What follows belongs to an exercise in optimizing a design on an open flow for small area; a production flow would make more cautious choices.
In this exercise RTL edits were held to simulation tests only and were not proved equivalent to the original.

==> run.sh <==
#!/bin/bash
# synth_recipe.tcl (not shown) runs the flow's synth.tcl, then flattens the netlist and writes it again
# the make line also repeats each setting of config.mk as NAME=value (left out here)
make -C /OpenROAD-flow-scripts/flow DESIGN_CONFIG=/design/flow/config.mk WORK_HOME=/design/flow/orfs CLKGATE_MAP_FILE= SYNTH_SCRIPT=/design/flow/synth_recipe.tcl finish
==> config.mk <==
export PLATFORM = sky130hd
export DESIGN_NAME = Inter_pred_LPE
export DESIGN_NICKNAME = Inter_pred_LPE
export VERILOG_FILES = /design/flow/design.v
export SDC_FILE = /design/flow/constraint.sdc
export NUM_CORES = 4
export LEC_CHECK = 0
export ABC_AREA = 1
export CAP_MARGIN = 20
export CORE_MARGIN = 2
export CORE_UTILIZATION = 40
export SLEW_MARGIN = 20
==> constraint.sdc <==
create_clock -name core_clock -period 20.0 [get_ports {clk}]
set_input_delay 4.0000 -clock core_clock [delete_from_list [all_inputs] [get_ports {clk}]]
set_output_delay 4.0000 -clock core_clock [all_outputs]
set_load 0.01 [all_outputs]
==> design.v <==
module Inter_pred_LPE (clk,reset_n,pos_FracL,IsInterLuma,
	blk4x4_inter_calculate_counter,
	Inter_H_window_0_0,Inter_H_window_1_0,Inter_H_window_2_0,Inter_H_window_3_0,Inter_H_window_4_0,Inter_H_window_5_0,
	Inter_H_window_0_1,Inter_H_window_1_1,Inter_H_window_2_1,Inter_H_window_3_1,Inter_H_window_4_1,Inter_H_window_5_1,
	Inter_H_window_0_2,Inter_H_window_1_2,Inter_H_window_2_2,Inter_H_window_3_2,Inter_H_window_4_2,Inter_H_window_5_2,
	Inter_H_window_0_3,Inter_H_window_1_3,Inter_H_window_2_3,Inter_H_window_3_3,Inter_H_window_4_3,Inter_H_window_5_3,
	Inter_H_window_0_4,Inter_H_window_1_4,Inter_H_window_2_4,Inter_H_window_3_4,Inter_H_window_4_4,Inter_H_window_5_4,
	Inter_H_window_0_5,Inter_H_window_1_5,Inter_H_window_2_5,Inter_H_window_3_5,Inter_H_window_4_5,Inter_H_window_5_5,
	Inter_H_window_0_6,Inter_H_window_1_6,Inter_H_window_2_6,Inter_H_window_3_6,Inter_H_window_4_6,Inter_H_window_5_6,
	Inter_H_window_0_7,Inter_H_window_1_7,Inter_H_window_2_7,Inter_H_window_3_7,Inter_H_window_4_7,Inter_H_window_5_7,
	Inter_H_window_0_8,Inter_H_window_1_8,Inter_H_window_2_8,Inter_H_window_3_8,Inter_H_window_4_8,Inter_H_window_5_8,
	Inter_V_window_0,Inter_V_window_1,Inter_V_window_2,Inter_V_window_3,Inter_V_window_4,
	Inter_V_window_5,Inter_V_window_6,Inter_V_window_7,Inter_V_window_8,
	Inter_bi_window_0,Inter_bi_window_1,Inter_bi_window_2,Inter_bi_window_3,
	LPE0_out,LPE1_out,LPE2_out,LPE3_out
	);
	input clk,reset_n;
	input [3:0] pos_FracL;
	input IsInterLuma;
	input [3:0] blk4x4_inter_calculate_counter;
	input [7:0] Inter_H_window_0_0,Inter_H_window_1_0,Inter_H_window_2_0,Inter_H_window_3_0,Inter_H_window_4_0,Inter_H_window_5_0;
	input [7:0] Inter_H_window_0_1,Inter_H_window_1_1,Inter_H_window_2_1,Inter_H_window_3_1,Inter_H_window_4_1,Inter_H_window_5_1;
	input [7:0] Inter_H_window_0_2,Inter_H_window_1_2,Inter_H_window_2_2,Inter_H_window_3_2,Inter_H_window_4_2,Inter_H_window_5_2;
	input [7:0] Inter_H_window_0_3,Inter_H_window_1_3,Inter_H_window_2_3,Inter_H_window_3_3,Inter_H_window_4_3,Inter_H_window_5_3;
	input [7:0] Inter_H_window_0_4,Inter_H_window_1_4,Inter_H_window_2_4,Inter_H_window_3_4,Inter_H_window_4_4,Inter_H_window_5_4;
	input [7:0] Inter_H_window_0_5,Inter_H_window_1_5,Inter_H_window_2_5,Inter_H_window_3_5,Inter_H_window_4_5,Inter_H_window_5_5;
	input [7:0] Inter_H_window_0_6,Inter_H_window_1_6,Inter_H_window_2_6,Inter_H_window_3_6,Inter_H_window_4_6,Inter_H_window_5_6;
	input [7:0] Inter_H_window_0_7,Inter_H_window_1_7,Inter_H_window_2_7,Inter_H_window_3_7,Inter_H_window_4_7,Inter_H_window_5_7;
	input [7:0] Inter_H_window_0_8,Inter_H_window_1_8,Inter_H_window_2_8,Inter_H_window_3_8,Inter_H_window_4_8,Inter_H_window_5_8;
	input [7:0] Inter_V_window_0,Inter_V_window_1,Inter_V_window_2,Inter_V_window_3,Inter_V_window_4;
	input [7:0] Inter_V_window_5,Inter_V_window_6,Inter_V_window_7,Inter_V_window_8;
	input [7:0] Inter_bi_window_0,Inter_bi_window_1,Inter_bi_window_2,Inter_bi_window_3;
	output [7:0] LPE0_out,LPE1_out,LPE2_out,LPE3_out;
	reg [7:0] LPE0_out,LPE1_out,LPE2_out,LPE3_out;
	reg [14:0] b0_raw_reg,b1_raw_reg,b2_raw_reg,b3_raw_reg,b4_raw_reg,b5_raw_reg,b6_raw_reg,b7_raw_reg,b8_raw_reg;
	reg [7:0] b0_reg,b1_reg,b2_reg,b3_reg;
	reg [7:0] h0_reg,h1_reg,h2_reg,h3_reg;
	wire Is_V_jfqik;  
	wire [14:0] V_6tapfilter0_A,V_6tapfilter0_B,V_6tapfilter0_C,V_6tapfilter0_D,V_6tapfilter0_E,V_6tapfilter0_F;	
	wire [14:0] V_6tapfilter1_A,V_6tapfilter1_B,V_6tapfilter1_C,V_6tapfilter1_D,V_6tapfilter1_E,V_6tapfilter1_F;
	wire [14:0] V_6tapfilter2_A,V_6tapfilter2_B,V_6tapfilter2_C,V_6tapfilter2_D,V_6tapfilter2_E,V_6tapfilter2_F;
	wire [14:0] V_6tapfilter3_A,V_6tapfilter3_B,V_6tapfilter3_C,V_6tapfilter3_D,V_6tapfilter3_E,V_6tapfilter3_F;
	wire [7:0] V_6tapfilter0_round_out,V_6tapfilter1_round_out,V_6tapfilter2_round_out,V_6tapfilter3_round_out;
	filterV_6tap V_6tapfilter0 (
		.A(V_6tapfilter0_A),
		.B(V_6tapfilter0_B),
		.C(V_6tapfilter0_C),
		.D(V_6tapfilter0_D),
		.E(V_6tapfilter0_E),
		.F(V_6tapfilter0_F),
		.Is_jfqik(Is_V_jfqik),
		.round_out(V_6tapfilter0_round_out)
		);
	filterV_6tap V_6tapfilter1 (
		.A(V_6tapfilter1_A),
		.B(V_6tapfilter1_B),
		.C(V_6tapfilter1_C),
		.D(V_6tapfilter1_D),
		.E(V_6tapfilter1_E),
		.F(V_6tapfilter1_F),
		.Is_jfqik(Is_V_jfqik),
		.round_out(V_6tapfilter1_round_out)
		);
	filterV_6tap V_6tapfilter2 (
		.A(V_6tapfilter2_A),
		.B(V_6tapfilter2_B),
		.C(V_6tapfilter2_C),
		.D(V_6tapfilter2_D),
		.E(V_6tapfilter2_E),
		.F(V_6tapfilter2_F),
		.Is_jfqik(Is_V_jfqik),
		.round_out(V_6tapfilter2_round_out)
		);
	filterV_6tap V_6tapfilter3 (
		.A(V_6tapfilter3_A),
		.B(V_6tapfilter3_B),
		.C(V_6tapfilter3_C),
		.D(V_6tapfilter3_D),
		.E(V_6tapfilter3_E),
		.F(V_6tapfilter3_F),
		.Is_jfqik(Is_V_jfqik),
		.round_out(V_6tapfilter3_round_out)
		);
	assign Is_V_jfqik = (
	(pos_FracL == 4'b1010 && (
			blk4x4_inter_calculate_counter == 4'd4 || blk4x4_inter_calculate_counter == 4'd3 ||
			blk4x4_inter_calculate_counter == 4'd2 || blk4x4_inter_calculate_counter == 4'd1)) 	||
	((pos_FracL == 4'b1001 || pos_FracL == 4'b1011) && (	
			blk4x4_inter_calculate_counter == 4'd4 || blk4x4_inter_calculate_counter == 4'd3 ||
			blk4x4_inter_calculate_counter == 4'd2 || blk4x4_inter_calculate_counter == 4'd1))	||
	((pos_FracL == 4'b0110 || pos_FracL == 4'b1110) && (	
			blk4x4_inter_calculate_counter == 4'd7 || blk4x4_inter_calculate_counter == 4'd5 ||
			blk4x4_inter_calculate_counter == 4'd3 || blk4x4_inter_calculate_counter == 4'd1)))? 1'b1:1'b0;	
	assign V_6tapfilter0_A = (Is_V_jfqik)? b0_raw_reg:{7'b0,Inter_V_window_0};
	assign V_6tapfilter0_B = (Is_V_jfqik)? b1_raw_reg:{7'b0,Inter_V_window_1};
	assign V_6tapfilter0_C = (Is_V_jfqik)? b2_raw_reg:{7'b0,Inter_V_window_2};
	assign V_6tapfilter0_D = (Is_V_jfqik)? b3_raw_reg:{7'b0,Inter_V_window_3};
	assign V_6tapfilter0_E = (Is_V_jfqik)? b4_raw_reg:{7'b0,Inter_V_window_4};
	assign V_6tapfilter0_F = (Is_V_jfqik)? b5_raw_reg:{7'b0,Inter_V_window_5};
	assign V_6tapfilter1_A = (Is_V_jfqik)? b1_raw_reg:{7'b0,Inter_V_window_1};
	assign V_6tapfilter1_B = (Is_V_jfqik)? b2_raw_reg:{7'b0,Inter_V_window_2};
	assign V_6tapfilter1_C = (Is_V_jfqik)? b3_raw_reg:{7'b0,Inter_V_window_3};
	assign V_6tapfilter1_D = (Is_V_jfqik)? b4_raw_reg:{7'b0,Inter_V_window_4};
	assign V_6tapfilter1_E = (Is_V_jfqik)? b5_raw_reg:{7'b0,Inter_V_window_5};
	assign V_6tapfilter1_F = (Is_V_jfqik)? b6_raw_reg:{7'b0,Inter_V_window_6};
	assign V_6tapfilter2_A = (Is_V_jfqik)? b2_raw_reg:{7'b0,Inter_V_window_2};
	assign V_6tapfilter2_B = (Is_V_jfqik)? b3_raw_reg:{7'b0,Inter_V_window_3};
	assign V_6tapfilter2_C = (Is_V_jfqik)? b4_raw_reg:{7'b0,Inter_V_window_4};
	assign V_6tapfilter2_D = (Is_V_jfqik)? b5_raw_reg:{7'b0,Inter_V_window_5};
	assign V_6tapfilter2_E = (Is_V_jfqik)? b6_raw_reg:{7'b0,Inter_V_window_6};
	assign V_6tapfilter2_F = (Is_V_jfqik)? b7_raw_reg:{7'b0,Inter_V_window_7};
	assign V_6tapfilter3_A = (Is_V_jfqik)? b3_raw_reg:{7'b0,Inter_V_window_3};
	assign V_6tapfilter3_B = (Is_V_jfqik)? b4_raw_reg:{7'b0,Inter_V_window_4};
	assign V_6tapfilter3_C = (Is_V_jfqik)? b5_raw_reg:{7'b0,Inter_V_window_5};
	assign V_6tapfilter3_D = (Is_V_jfqik)? b6_raw_reg:{7'b0,Inter_V_window_6};
	assign V_6tapfilter3_E = (Is_V_jfqik)? b7_raw_reg:{7'b0,Inter_V_window_7};
	assign V_6tapfilter3_F = (Is_V_jfqik)? b8_raw_reg:{7'b0,Inter_V_window_8};
	wire H_need_round;
	wire [14:0] H_6tapfilter0_raw_out;
	wire [14:0] H_6tapfilter1_raw_out;
	wire [14:0] H_6tapfilter2_raw_out;
	wire [14:0] H_6tapfilter3_raw_out;
	wire [14:0] H_6tapfilter4_raw_out;
	wire [14:0] H_6tapfilter5_raw_out;
	wire [14:0] H_6tapfilter6_raw_out;
	wire [14:0] H_6tapfilter7_raw_out;
	wire [14:0] H_6tapfilter8_raw_out;
	wire [7:0]  H_6tapfilter0_round_out;
	wire [7:0]  H_6tapfilter1_round_out;
	wire [7:0]  H_6tapfilter2_round_out;
	wire [7:0]  H_6tapfilter3_round_out;
	wire [7:0]  H_6tapfilter4_round_out;
	wire [7:0]  H_6tapfilter5_round_out;
	wire [7:0]  H_6tapfilter6_round_out;
	wire [7:0]  H_6tapfilter7_round_out;
	wire [7:0]  H_6tapfilter8_round_out;
	assign H_need_round = (blk4x4_inter_calculate_counter != 0 && pos_FracL != 4'b0000 && pos_FracL != 4'b0110 
	&& pos_FracL != 4'b1010 && pos_FracL != 4'b1110 && pos_FracL != 4'b0001 && pos_FracL != 4'b0011); 
	filterH_6tap H_6tapfilter0 (
		.A(Inter_H_window_0_0),
		.B(Inter_H_window_1_0),
		.C(Inter_H_window_2_0),
		.D(Inter_H_window_3_0),
		.E(Inter_H_window_4_0),
		.F(Inter_H_window_5_0),
		.H_need_round(1'b0),
		.raw_out(H_6tapfilter0_raw_out),
		.round_out(H_6tapfilter0_round_out)
		);
	filterH_6tap H_6tapfilter1 (
		.A(Inter_H_window_0_1),
		.B(Inter_H_window_1_1),
		.C(Inter_H_window_2_1),
		.D(Inter_H_window_3_1),
		.E(Inter_H_window_4_1),
		.F(Inter_H_window_5_1),
		.H_need_round(1'b0),
		.raw_out(H_6tapfilter1_raw_out),
		.round_out(H_6tapfilter1_round_out)
		);
	filterH_6tap H_6tapfilter2 (
		.A(Inter_H_window_0_2),
		.B(Inter_H_window_1_2),
		.C(Inter_H_window_2_2),
		.D(Inter_H_window_3_2),
		.E(Inter_H_window_4_2),
		.F(Inter_H_window_5_2),
		.H_need_round(H_need_round),
		.raw_out(H_6tapfilter2_raw_out),
		.round_out(H_6tapfilter2_round_out)
		);
	filterH_6tap H_6tapfilter3 (
		.A(Inter_H_window_0_3),
		.B(Inter_H_window_1_3),
		.C(Inter_H_window_2_3),
		.D(Inter_H_window_3_3),
		.E(Inter_H_window_4_3),
		.F(Inter_H_window_5_3),
		.H_need_round(H_need_round),
		.raw_out(H_6tapfilter3_raw_out),
		.round_out(H_6tapfilter3_round_out)
		);
	filterH_6tap H_6tapfilter4 (
		.A(Inter_H_window_0_4),
		.B(Inter_H_window_1_4),
		.C(Inter_H_window_2_4),
		.D(Inter_H_window_3_4),
		.E(Inter_H_window_4_4),
		.F(Inter_H_window_5_4),
		.H_need_round(H_need_round),
		.raw_out(H_6tapfilter4_raw_out),
		.round_out(H_6tapfilter4_round_out)
		);
	filterH_6tap H_6tapfilter5 (
		.A(Inter_H_window_0_5),
		.B(Inter_H_window_1_5),
		.C(Inter_H_window_2_5),
		.D(Inter_H_window_3_5),
		.E(Inter_H_window_4_5),
		.F(Inter_H_window_5_5),
		.H_need_round(H_need_round),
		.raw_out(H_6tapfilter5_raw_out),
		.round_out(H_6tapfilter5_round_out)
		);
	filterH_6tap H_6tapfilter6 (
		.A(Inter_H_window_0_6),
		.B(Inter_H_window_1_6),
		.C(Inter_H_window_2_6),
		.D(Inter_H_window_3_6),
		.E(Inter_H_window_4_6),
		.F(Inter_H_window_5_6),
		.H_need_round(H_need_round),
		.raw_out(H_6tapfilter6_raw_out),
		.round_out(H_6tapfilter6_round_out)
		);
	filterH_6tap H_6tapfilter7 (
		.A(Inter_H_window_0_7),
		.B(Inter_H_window_1_7),
		.C(Inter_H_window_2_7),
		.D(Inter_H_window_3_7),
		.E(Inter_H_window_4_7),
		.F(Inter_H_window_5_7),
		.H_need_round(1'b0),
		.raw_out(H_6tapfilter7_raw_out),
		.round_out(H_6tapfilter7_round_out)
		);
	filterH_6tap H_6tapfilter8 (
		.A(Inter_H_window_0_8),
		.B(Inter_H_window_1_8),
		.C(Inter_H_window_2_8),
		.D(Inter_H_window_3_8),
		.E(Inter_H_window_4_8),
		.F(Inter_H_window_5_8),
		.H_need_round(1'b0),
		.raw_out(H_6tapfilter8_raw_out),
		.round_out(H_6tapfilter8_round_out)
		);
	reg [7:0] bilinear0_A,bilinear0_B;
	reg [7:0] bilinear1_A,bilinear1_B;
	reg [7:0] bilinear2_A,bilinear2_B;
	reg [7:0] bilinear3_A,bilinear3_B;
	wire [7:0] bilinear0_out;
	wire [7:0] bilinear1_out;
	wire [7:0] bilinear2_out; 
	wire [7:0] bilinear3_out;
	bilinear bilinear0 (
		.A(bilinear0_A),
		.B(bilinear0_B),
		.bilinear_out(bilinear0_out)
		);
	bilinear bilinear1 (
		.A(bilinear1_A),
		.B(bilinear1_B),
		.bilinear_out(bilinear1_out)
		);
	bilinear bilinear2 (
		.A(bilinear2_A),
		.B(bilinear2_B),
		.bilinear_out(bilinear2_out)
		);
	bilinear bilinear3 (
		.A(bilinear3_A),
		.B(bilinear3_B),
		.bilinear_out(bilinear3_out)
		);
	always @ (IsInterLuma or pos_FracL or blk4x4_inter_calculate_counter
		or Inter_bi_window_0 or Inter_bi_window_1 or Inter_bi_window_2 or Inter_bi_window_3
		or H_6tapfilter2_round_out or H_6tapfilter3_round_out or H_6tapfilter4_round_out or H_6tapfilter5_round_out
		or V_6tapfilter0_round_out or V_6tapfilter1_round_out or V_6tapfilter2_round_out or V_6tapfilter3_round_out
		or b0_reg or b1_reg or b2_reg or b3_reg or h0_reg or h1_reg or h2_reg or h3_reg)
		if (IsInterLuma)
			case ({pos_FracL})
				4'b0100,4'b1100:
				if (blk4x4_inter_calculate_counter != 4'd0)
					begin 
						bilinear0_A <= Inter_bi_window_0; bilinear0_B <= H_6tapfilter2_round_out;
						bilinear1_A <= Inter_bi_window_1; bilinear1_B <= H_6tapfilter3_round_out;
						bilinear2_A <= Inter_bi_window_2; bilinear2_B <= H_6tapfilter4_round_out;
						bilinear3_A <= Inter_bi_window_3; bilinear3_B <= H_6tapfilter5_round_out;
					end
				else 
					begin 
						bilinear0_A <= 0; bilinear0_B <= 0; bilinear1_A <= 0; bilinear1_B <= 0;
						bilinear2_A <= 0; bilinear2_B <= 0; bilinear3_A <= 0; bilinear3_B <= 0;
					end
				4'b0001,4'b0011:
				if (blk4x4_inter_calculate_counter != 4'd0)
					begin 
						bilinear0_A <= Inter_bi_window_0; bilinear0_B <= V_6tapfilter0_round_out;
						bilinear1_A <= Inter_bi_window_1; bilinear1_B <= V_6tapfilter1_round_out;
						bilinear2_A <= Inter_bi_window_2; bilinear2_B <= V_6tapfilter2_round_out;
						bilinear3_A <= Inter_bi_window_3; bilinear3_B <= V_6tapfilter3_round_out;
					end
				else 
					begin 
						bilinear0_A <= 0; bilinear0_B <= 0; bilinear1_A <= 0; bilinear1_B <= 0;
						bilinear2_A <= 0; bilinear2_B <= 0; bilinear3_A <= 0; bilinear3_B <= 0;
					end
				4'b0101,4'b1101,4'b0111,4'b1111:
				if (blk4x4_inter_calculate_counter != 4'd0)
					begin 
						bilinear0_A <= H_6tapfilter2_round_out;	bilinear0_B <= V_6tapfilter0_round_out;
						bilinear1_A <= H_6tapfilter3_round_out;	bilinear1_B <= V_6tapfilter1_round_out;
						bilinear2_A <= H_6tapfilter4_round_out;	bilinear2_B <= V_6tapfilter2_round_out;
						bilinear3_A <= H_6tapfilter5_round_out;	bilinear3_B <= V_6tapfilter3_round_out;
					end
				else
					begin 
						bilinear0_A <= 0; bilinear0_B <= 0; bilinear1_A <= 0; bilinear1_B <= 0;
						bilinear2_A <= 0; bilinear2_B <= 0; bilinear3_A <= 0; bilinear3_B <= 0;
					end
				4'b0110,4'b1110:
				if (blk4x4_inter_calculate_counter == 4'd7 || blk4x4_inter_calculate_counter == 4'd5 ||
					blk4x4_inter_calculate_counter == 4'd3 || blk4x4_inter_calculate_counter == 4'd1)
					begin 
						bilinear0_A <= h0_reg; 	bilinear0_B <= V_6tapfilter0_round_out;
						bilinear1_A <= h1_reg; 	bilinear1_B <= V_6tapfilter1_round_out;
						bilinear2_A <= h2_reg; 	bilinear2_B <= V_6tapfilter2_round_out;
						bilinear3_A <= h3_reg; 	bilinear3_B <= V_6tapfilter3_round_out;
					end
				else 
					begin 
						bilinear0_A <= 0; bilinear0_B <= 0; bilinear1_A <= 0; bilinear1_B <= 0;
						bilinear2_A <= 0; bilinear2_B <= 0; bilinear3_A <= 0; bilinear3_B <= 0;
					end
				4'b1001,4'b1011:
				if (blk4x4_inter_calculate_counter != 4'd5 && blk4x4_inter_calculate_counter != 4'd0)
					begin 
						bilinear0_A <= b0_reg;	bilinear0_B <= V_6tapfilter0_round_out;
						bilinear1_A <= b1_reg;	bilinear1_B <= V_6tapfilter1_round_out;
						bilinear2_A <= b2_reg;	bilinear2_B <= V_6tapfilter2_round_out;
						bilinear3_A <= b3_reg;	bilinear3_B <= V_6tapfilter3_round_out;
					end
				else
					begin 
						bilinear0_A <= 0; bilinear0_B <= 0; bilinear1_A <= 0; bilinear1_B <= 0;
						bilinear2_A <= 0; bilinear2_B <= 0; bilinear3_A <= 0; bilinear3_B <= 0;
					end
				default:
					begin 
						bilinear0_A <= 0; bilinear0_B <= 0; bilinear1_A <= 0; bilinear1_B <= 0;
						bilinear2_A <= 0; bilinear2_B <= 0; bilinear3_A <= 0; bilinear3_B <= 0;
					end
			endcase
		else
			begin 
				bilinear0_A <= 0; bilinear0_B <= 0; bilinear1_A <= 0; bilinear1_B <= 0;
				bilinear2_A <= 0; bilinear2_B <= 0; bilinear3_A <= 0; bilinear3_B <= 0;
			end
	wire b_raw_reg_ena;
	assign b_raw_reg_ena = (IsInterLuma && 
	((pos_FracL == 4'b1010 && blk4x4_inter_calculate_counter != 4'd1 && blk4x4_inter_calculate_counter != 4'd0) ||
	((pos_FracL == 4'b1001 || pos_FracL == 4'b1011) && (blk4x4_inter_calculate_counter == 4'd5 || 
												    blk4x4_inter_calculate_counter == 4'd4 ||
												    blk4x4_inter_calculate_counter == 4'd3 ||
												    blk4x4_inter_calculate_counter == 4'd2))	||
	((pos_FracL == 4'b0110 || pos_FracL == 4'b1110) && (blk4x4_inter_calculate_counter == 4'd8 || 
													blk4x4_inter_calculate_counter == 4'd6 ||
													blk4x4_inter_calculate_counter == 4'd4 ||
													blk4x4_inter_calculate_counter == 4'd2))));
	always @ (posedge clk)
		if (reset_n == 1'b0)
			begin
				b0_raw_reg <= 0; b1_raw_reg <= 0; b2_raw_reg <= 0; b3_raw_reg <= 0; b4_raw_reg <= 0;
				b5_raw_reg <= 0; b6_raw_reg <= 0; b7_raw_reg <= 0; b8_raw_reg <= 0; 
			end
		else if (b_raw_reg_ena)
			begin
				b0_raw_reg <= H_6tapfilter0_raw_out;b1_raw_reg <= H_6tapfilter1_raw_out;b2_raw_reg <= H_6tapfilter2_raw_out;
				b3_raw_reg <= H_6tapfilter3_raw_out;b4_raw_reg <= H_6tapfilter4_raw_out;b5_raw_reg <= H_6tapfilter5_raw_out;
				b6_raw_reg <= H_6tapfilter6_raw_out;b7_raw_reg <= H_6tapfilter7_raw_out;b8_raw_reg <= H_6tapfilter8_raw_out;
			end
	wire b_reg_ena;
	assign b_reg_ena = (IsInterLuma && ((pos_FracL == 4'b1001 || pos_FracL == 4'b1011) && (blk4x4_inter_calculate_counter == 4'd5 ||
	blk4x4_inter_calculate_counter == 4'd4 || blk4x4_inter_calculate_counter == 4'd3 || blk4x4_inter_calculate_counter == 4'd2)));
	always @ (posedge clk)
		if (reset_n == 1'b0)
			begin
				b0_reg <= 0; b1_reg <= 0; b2_reg <= 0; b3_reg <= 0;
			end
		else if (b_reg_ena)	
			begin
				if (pos_FracL == 4'b1011)
					begin
						b0_reg <= H_6tapfilter3_round_out; b1_reg <= H_6tapfilter4_round_out;
						b2_reg <= H_6tapfilter5_round_out; b3_reg <= H_6tapfilter6_round_out;
					end
				else	
					begin
						b0_reg <= H_6tapfilter2_round_out; b1_reg <= H_6tapfilter3_round_out;
						b2_reg <= H_6tapfilter4_round_out; b3_reg <= H_6tapfilter5_round_out;
					end
			end
	wire h_reg_ena;
	assign h_reg_ena = (IsInterLuma && ((pos_FracL == 4'b0110 || pos_FracL == 4'b1110) && (blk4x4_inter_calculate_counter == 4'd8 ||
	blk4x4_inter_calculate_counter == 4'd6 || blk4x4_inter_calculate_counter == 4'd4 || blk4x4_inter_calculate_counter == 4'd2)));
	always @ (posedge clk)
		if (reset_n == 1'b0)
			begin
				h0_reg <= 0; h1_reg <= 0; h2_reg <= 0; h3_reg <= 0;
			end
		else if (h_reg_ena)
			begin
				h0_reg <= V_6tapfilter0_round_out; h1_reg <= V_6tapfilter1_round_out;
				h2_reg <= V_6tapfilter2_round_out; h3_reg <= V_6tapfilter3_round_out;
			end
	always @ (IsInterLuma or pos_FracL or blk4x4_inter_calculate_counter  
		or V_6tapfilter0_round_out or V_6tapfilter1_round_out or V_6tapfilter2_round_out or V_6tapfilter3_round_out
		or H_6tapfilter2_round_out or H_6tapfilter3_round_out or H_6tapfilter4_round_out or H_6tapfilter5_round_out
		or bilinear0_out or bilinear1_out or bilinear2_out or bilinear3_out)
		if (IsInterLuma)
			case (pos_FracL)
				4'b1000:
				if (blk4x4_inter_calculate_counter != 0)
					begin
						LPE0_out <= H_6tapfilter2_round_out; LPE1_out <= H_6tapfilter3_round_out;
						LPE2_out <= H_6tapfilter4_round_out; LPE3_out <= H_6tapfilter5_round_out;	
					end
				else
					begin LPE0_out <= 0; LPE1_out <= 0;LPE2_out <= 0; LPE3_out <= 0;end
				4'b0010:
				if (blk4x4_inter_calculate_counter != 0)
					begin
						LPE0_out <= V_6tapfilter0_round_out; LPE1_out <= V_6tapfilter1_round_out;
						LPE2_out <= V_6tapfilter2_round_out; LPE3_out <= V_6tapfilter3_round_out;	
					end
				else
					begin LPE0_out <= 0; LPE1_out <= 0;LPE2_out <= 0; LPE3_out <= 0;end
				4'b1010:
				if (blk4x4_inter_calculate_counter != 4'd5 && blk4x4_inter_calculate_counter != 0)
					begin
						LPE0_out <= V_6tapfilter0_round_out; LPE1_out <= V_6tapfilter1_round_out;
						LPE2_out <= V_6tapfilter2_round_out; LPE3_out <= V_6tapfilter3_round_out;	
					end
				else
					begin LPE0_out <= 0; LPE1_out <= 0;LPE2_out <= 0; LPE3_out <= 0;end	
				4'b0100,4'b1100,4'b0001,4'b0101,4'b1101,4'b0011,4'b0111,4'b1111,4'b1001,4'b1011:
				if (blk4x4_inter_calculate_counter == 4'd4 || blk4x4_inter_calculate_counter == 4'd3 ||
					blk4x4_inter_calculate_counter == 4'd2 || blk4x4_inter_calculate_counter == 4'd1)
					begin
						LPE0_out <= bilinear0_out; LPE1_out <= bilinear1_out;
						LPE2_out <= bilinear2_out; LPE3_out <= bilinear3_out;	
					end
				else
					begin LPE0_out <= 0; LPE1_out <= 0;LPE2_out <= 0; LPE3_out <= 0;end
				4'b0110,4'b1110:
				if (blk4x4_inter_calculate_counter == 4'd7 || blk4x4_inter_calculate_counter == 4'd5 ||
					blk4x4_inter_calculate_counter == 4'd3 || blk4x4_inter_calculate_counter == 4'd1)
					begin
						LPE0_out <= bilinear0_out; LPE1_out <= bilinear1_out;
						LPE2_out <= bilinear2_out; LPE3_out <= bilinear3_out;	
					end
				else
					begin LPE0_out <= 0; LPE1_out <= 0;LPE2_out <= 0; LPE3_out <= 0;end
				default:
					begin LPE0_out <= 0; LPE1_out <= 0;LPE2_out <= 0; LPE3_out <= 0;end
			endcase
		else 
			begin LPE0_out <= 0; LPE1_out <= 0;LPE2_out <= 0; LPE3_out <= 0;end
endmodule
module filterH_6tap(A,B,C,D,E,F,H_need_round,raw_out,round_out);
	input [7:0] A,B,C,D,E,F;
	input H_need_round;
	output [14:0] raw_out; 	 
	output [7:0]  round_out;
	wire [8:0] sum_AF;
	wire [8:0] sum_BE;
	wire [8:0] sum_CD;
	wire [10:0] sum_4CD;
	wire [11:0] sum_1;
	wire [12:0] sum_2;
	wire [13:0] sum_3;
	wire [14:0] sum_round;
	wire [9:0] round_tmp;
	assign sum_AF = A + F;
	assign sum_BE = B + E;
	assign sum_CD = C + D;
	assign sum_4CD = {sum_CD,2'b0};
	assign sum_1 = {1'b0,sum_4CD} + {3'b111,~sum_BE} + 1;
	assign sum_2 = {4'b0,sum_AF} + {sum_1[11],sum_1};
	assign sum_3 = {sum_1,2'b0};
	assign raw_out = {{2{sum_2[12]}},sum_2} + {sum_3[13],sum_3};
	assign sum_round = (H_need_round)? (raw_out + 16):0;
	assign round_tmp = (H_need_round)? sum_round[14:5]:0;
	assign round_out = (round_tmp[9])? 8'd0:((round_tmp[8])? 8'd255:round_tmp[7:0]);
endmodule
module filterV_6tap(A,B,C,D,E,F,Is_jfqik,round_out);
	input [14:0] A,B,C,D,E,F;
	input Is_jfqik;
	output [7:0] round_out;
	wire [15:0] sum_AF;
	wire [15:0] sum_BE;
	wire [15:0] sum_CD;
	wire [17:0] sum_4CD;
	wire [17:0] sum_1;
	wire [17:0] sum_2;
	wire [19:0] sum_3;
	wire [19:0] raw_out;
	wire [19:0] sum_round;
	wire [9:0] round_tmp;
	assign sum_AF = {A[14],A} + {F[14],F};
	assign sum_BE = {B[14],B} + {E[14],E};
	assign sum_CD = {C[14],C} + {D[14],D};
	assign sum_4CD = {sum_CD,2'b0};
	assign sum_1 = sum_4CD + {~sum_BE[15],~sum_BE[15],~sum_BE} + 1;
	assign sum_2 = {{2{sum_AF[15]}},sum_AF} + sum_1;
	assign sum_3 = {sum_1,2'b0};
	assign raw_out = {{2{sum_2[17]}},sum_2} + sum_3;
	assign sum_round = (Is_jfqik)? (raw_out + 512):(raw_out + 16);
	assign round_tmp = (Is_jfqik)? sum_round[19:10]:sum_round[14:5];
	assign round_out = (round_tmp[9])? 8'd0:((round_tmp[8])? 8'd255:round_tmp[7:0]);
endmodule
module bilinear (A,B,bilinear_out);
	input [7:0] A,B;
	output [7:0] bilinear_out;
	wire [8:0] sum_AB;
	assign sum_AB = A + B + 1;  
	assign bilinear_out = sum_AB[8:1];
endmodule
==> flow_summary.yaml <==
floorplan:
  die_y_um: 352.1
  io_pins: 579
  placement_rows: 127
  die_w_um: 352.1
  die_area_mm2: 0.1240
  start_util_pct: 40.34
  core_area_mm2: 0.1201
clock_tree:
  cts_buffer_depth: 2
  htreeDepth: 4
  clockRootBuffer: "clkbuf_16"
  cts_num_sinks: 199
  cts_buffers: 17
  path_clk_slew_ns: 0.08
  clkLatencyLatePin_ns: 0.53
  cts_tree: "yes"
grt:
  grt_max_degree: 91
  grt_pass1_vias: 49880
  grt_pass1_wl_um: 299300
  antenna_found_initial: 17
  globalRouteOverflowTotal: 0
  track_usage_pct: 31.52
hold_path:
  min_from: "b1_raw_reg[0]$_SDFFE_PN0P_"
  min_path_type: "reg2reg"
worst_setup_path:
  path_buf_inv: 10
  worst-path-max-fanout: 33
  crit_start: "pos_FracL[2]"
  arrival_ns: 15.14
  crit_family: "simple AND/OR/NAND/NOR gates"
  rr_startpoint: "b4_raw_reg[1]$_SDFFE_PN0P_"
  crit_type: "in2out"
  endpoint_kind: "primary output"
  slowest_stage: "clkdlybuf4s50_1"
  cp.required_ns: 16.00
  critical_path.max_stage_delay_ns: 0.55
  critPathLaunchType: "primary input"
  cpMostUsedCell: "nand2_1"
final_layout:
  areaGrowthSynthToFinish_pct: 17.21
  fin_nets: 9531
  most-common-layout-cells: "1558 x nand2_1, 1196 x inv_1, 813 x ha_1, 769 x a21oi_1, 577 x clkdlybuf4s50_1"
  fin_cells: 9702
  final_common_cell: "nand2_1"
  fillerInstances: 12600
  layout-drive-gt1-share_pct: 4.059
placed_design:
  globalplace.congestion: 1.011
  port_buffers: 578
  placed_cells: 9657
  hpwl_um: 175700
logic_synthesis:
  async_flop_share_pct: 0
  synth-seq-cells: 199
  synth_warnings: 1
  ys.flop_type: "dfxtp_1"
  ys_types: 76
  netlist_instances: 7554
  synth_area_per_cell_um2: 6.416
  netlist_area_mm2: 0.04846
  synth_enable_flop_cells: 0
  synth.net_count: 9017
  synth-seq-area-share_pct: 8.220
timing:
  finalCriticalPeriod_ns: 19.14
  maxSlewHeadroom_pct: 23.15
  finalMaxSlewViolations: 0
  max_freq_ghz: 0.05224
  tightestPinTransition_ns: 1.141
  setup_tns_ns: 0
  finalSetupViolCount: 0
  rsz0062_at_grt: "false"
  hold_violations: 0
  finalClockSkew_ns: 0.02582
  hold_ws_ns: 0.4639
  period_share_pct: 95.71
route:
  dr_total_vias: 51620
  drtPass1Iterations: 9
  routedWlPerCell_um: 20.76
  drc_errors: 0
  ant_nets: 0
  viasPerCell: 5.320
  wirelength_um: 201400
  drt_iter0_markers: 4225
job:
  maxCapViolations: 0
status:
  status: "complete, no violations"
==> layer usage <==
layer | up-vias | GRT usage (%) | part of all wire, %
li1 | 25880 | - | -
met1 | 23700 | 42.03 | 44
met2 | 1750 | 51.51 | 44
met3 | 268 | 5.123 | 7.8
met4 | 14 | 10.38 | 3.5
met5 | - | 0 | 0.051
==> final timing paths <==
kind              depth (start not counted)  slack (ns)                          to
hold reg to reg                           2        0.46  b1_raw_reg[0]$_SDFFE_PN0P_
setup reg to reg                         49       12.24      h3_reg[7]$_SDFFE_PN0P_
hold / removal                            2        0.46  b1_raw_reg[0]$_SDFFE_PN0P_
setup / recovery                         69        0.86                 LPE0_out[7]
==> cells by family after synthesis <==
| kind of cell | Yosys count | share of synthesized area [%] |
|---|---|---|
| AOI/OAI and AO/OA | 1585 | 18.64 |
| xor gates and xnor gates | 663 | 12.07 |
| adders and majority gates | 916 | 25.24 |
| buffers and inverters | 1374 | 10.81 |
| DFF | 199 | 8.220 |
| muxes | 4 | 0.08262 |
| and+or+nand+nor | 2813 | 24.93 |
==> stage by stage <==
| stage | setup WS, ns | util [%] | instance area (um2) |
|---|---|---|---|
| final | 0.8582 | 47.29 | 56810 |
| after global routing | 0.003750 | 47.28 | 56800 |
| after CTS | 0.6060 | 47.22 | 56720 |
| after detailed placement | 0.6362 | 46.73 | 56130 |
| after global placement | 0.6716 | 46.73 | 56130 |
| after floorplan | 2.696 | - | 48460 |
==> what timing repair did <==
item	in CTS	in global routing
hold buffers	0	0
setup endpoints to repair	0	10
setup buffers	0	3
gates resized for setup	0	10
==> synthesized netlist by cell type, drive strengths merged, types with 4 or more instances <==
master | count | area (um2)
a211oi | 11 | 82.58
a21boi | 6 | 48.80
a21o | 33 | 247.7
a21oi | 776 | 3902
a221oi | 8 | 70.07
a22oi | 33 | 252.7
a31o | 6 | 52.55
a31oi | 80 | 500.5
and2 | 8 | 52.55
and3 | 7 | 43.79
buf | 29 | 190.2
clkbuf | 119 | 446.7
clkinv | 9 | 35.03
dfxtp | 199 | 3984
fa | 103 | 2062
ha | 813 | 10170
inv | 1217 | 4568
mux2i | 4 | 40.04
nand2 | 1636 | 6400
nand3 | 440 | 2365
nand3b | 27 | 215.2
nand4 | 38 | 250.2
nor2 | 558 | 2197
nor3 | 60 | 310.3
nor4 | 5 | 31.28
o2111ai | 6 | 58.80
o211ai | 78 | 590.6
o21a | 6 | 45.04
o21ai | 375 | 1922
o21bai | 104 | 795.8
o221ai | 11 | 96.34
o22ai | 28 | 175.2
o31ai | 18 | 140.1
or2 | 30 | 187.7
xnor2 | 209 | 1838
xor2 | 454 | 4014
==> area by class of cell <==
type	instances	area, um2	share of cell area (%)
Tap cell	1612	2017	3.550
Antenna cell	9	22.52	0.03965
Sequential cell	199	3984	7.013
Multi-Input combinational cell	5982	39300	69.18
Timing Repair Buffer	642	6284	11.06
Inverter	1226	4612	8.119
Clock inverter	15	165.2	0.2907
Clock buffer	17	425.4	0.7489
==> worst register-to-register path, delay by kind of cell (launching register included) <==
| kind | cells | cell delay, ns |
|---|---|---|
| fa+ha+maj | 4 | 1.19 |
| buf+inv | 7 | 0.67 |
| compound gates | 11 | 2.00 |
| xor+xnor | 3 | 0.63 |
| flops | 1 | 0.49 |
| simple gates | 24 | 2.64 |

[afterwards: timing with drivers on the ports]
In the flow no input, the clock included, has a driving cell. The finished layout below was timed again as built, in two steps. Step 1, drivers: a clkbuf_16 drives clk and a buf_2 each remaining input, both assumed. Step 2 adds t to the input delays and takes it off the output delays; t is the mean of the earliest and latest rising clock arrival at the registers after step 1. Input paths then give back, and output paths get back, about the clock's delay inside the block. Three values: ideal, step 1, step 2; two values: the first two.
t, ns: 0.587
setup WS [ns]: 0.858 / 0.836 / 0.836
worst register clock-pin slew, ns: 0.11 / 0.11
After both steps setup and hold are still met in this run. For this run, drivers alone change the setup slack by -0.022 ns; drivers and shift together by -0.022 ns.
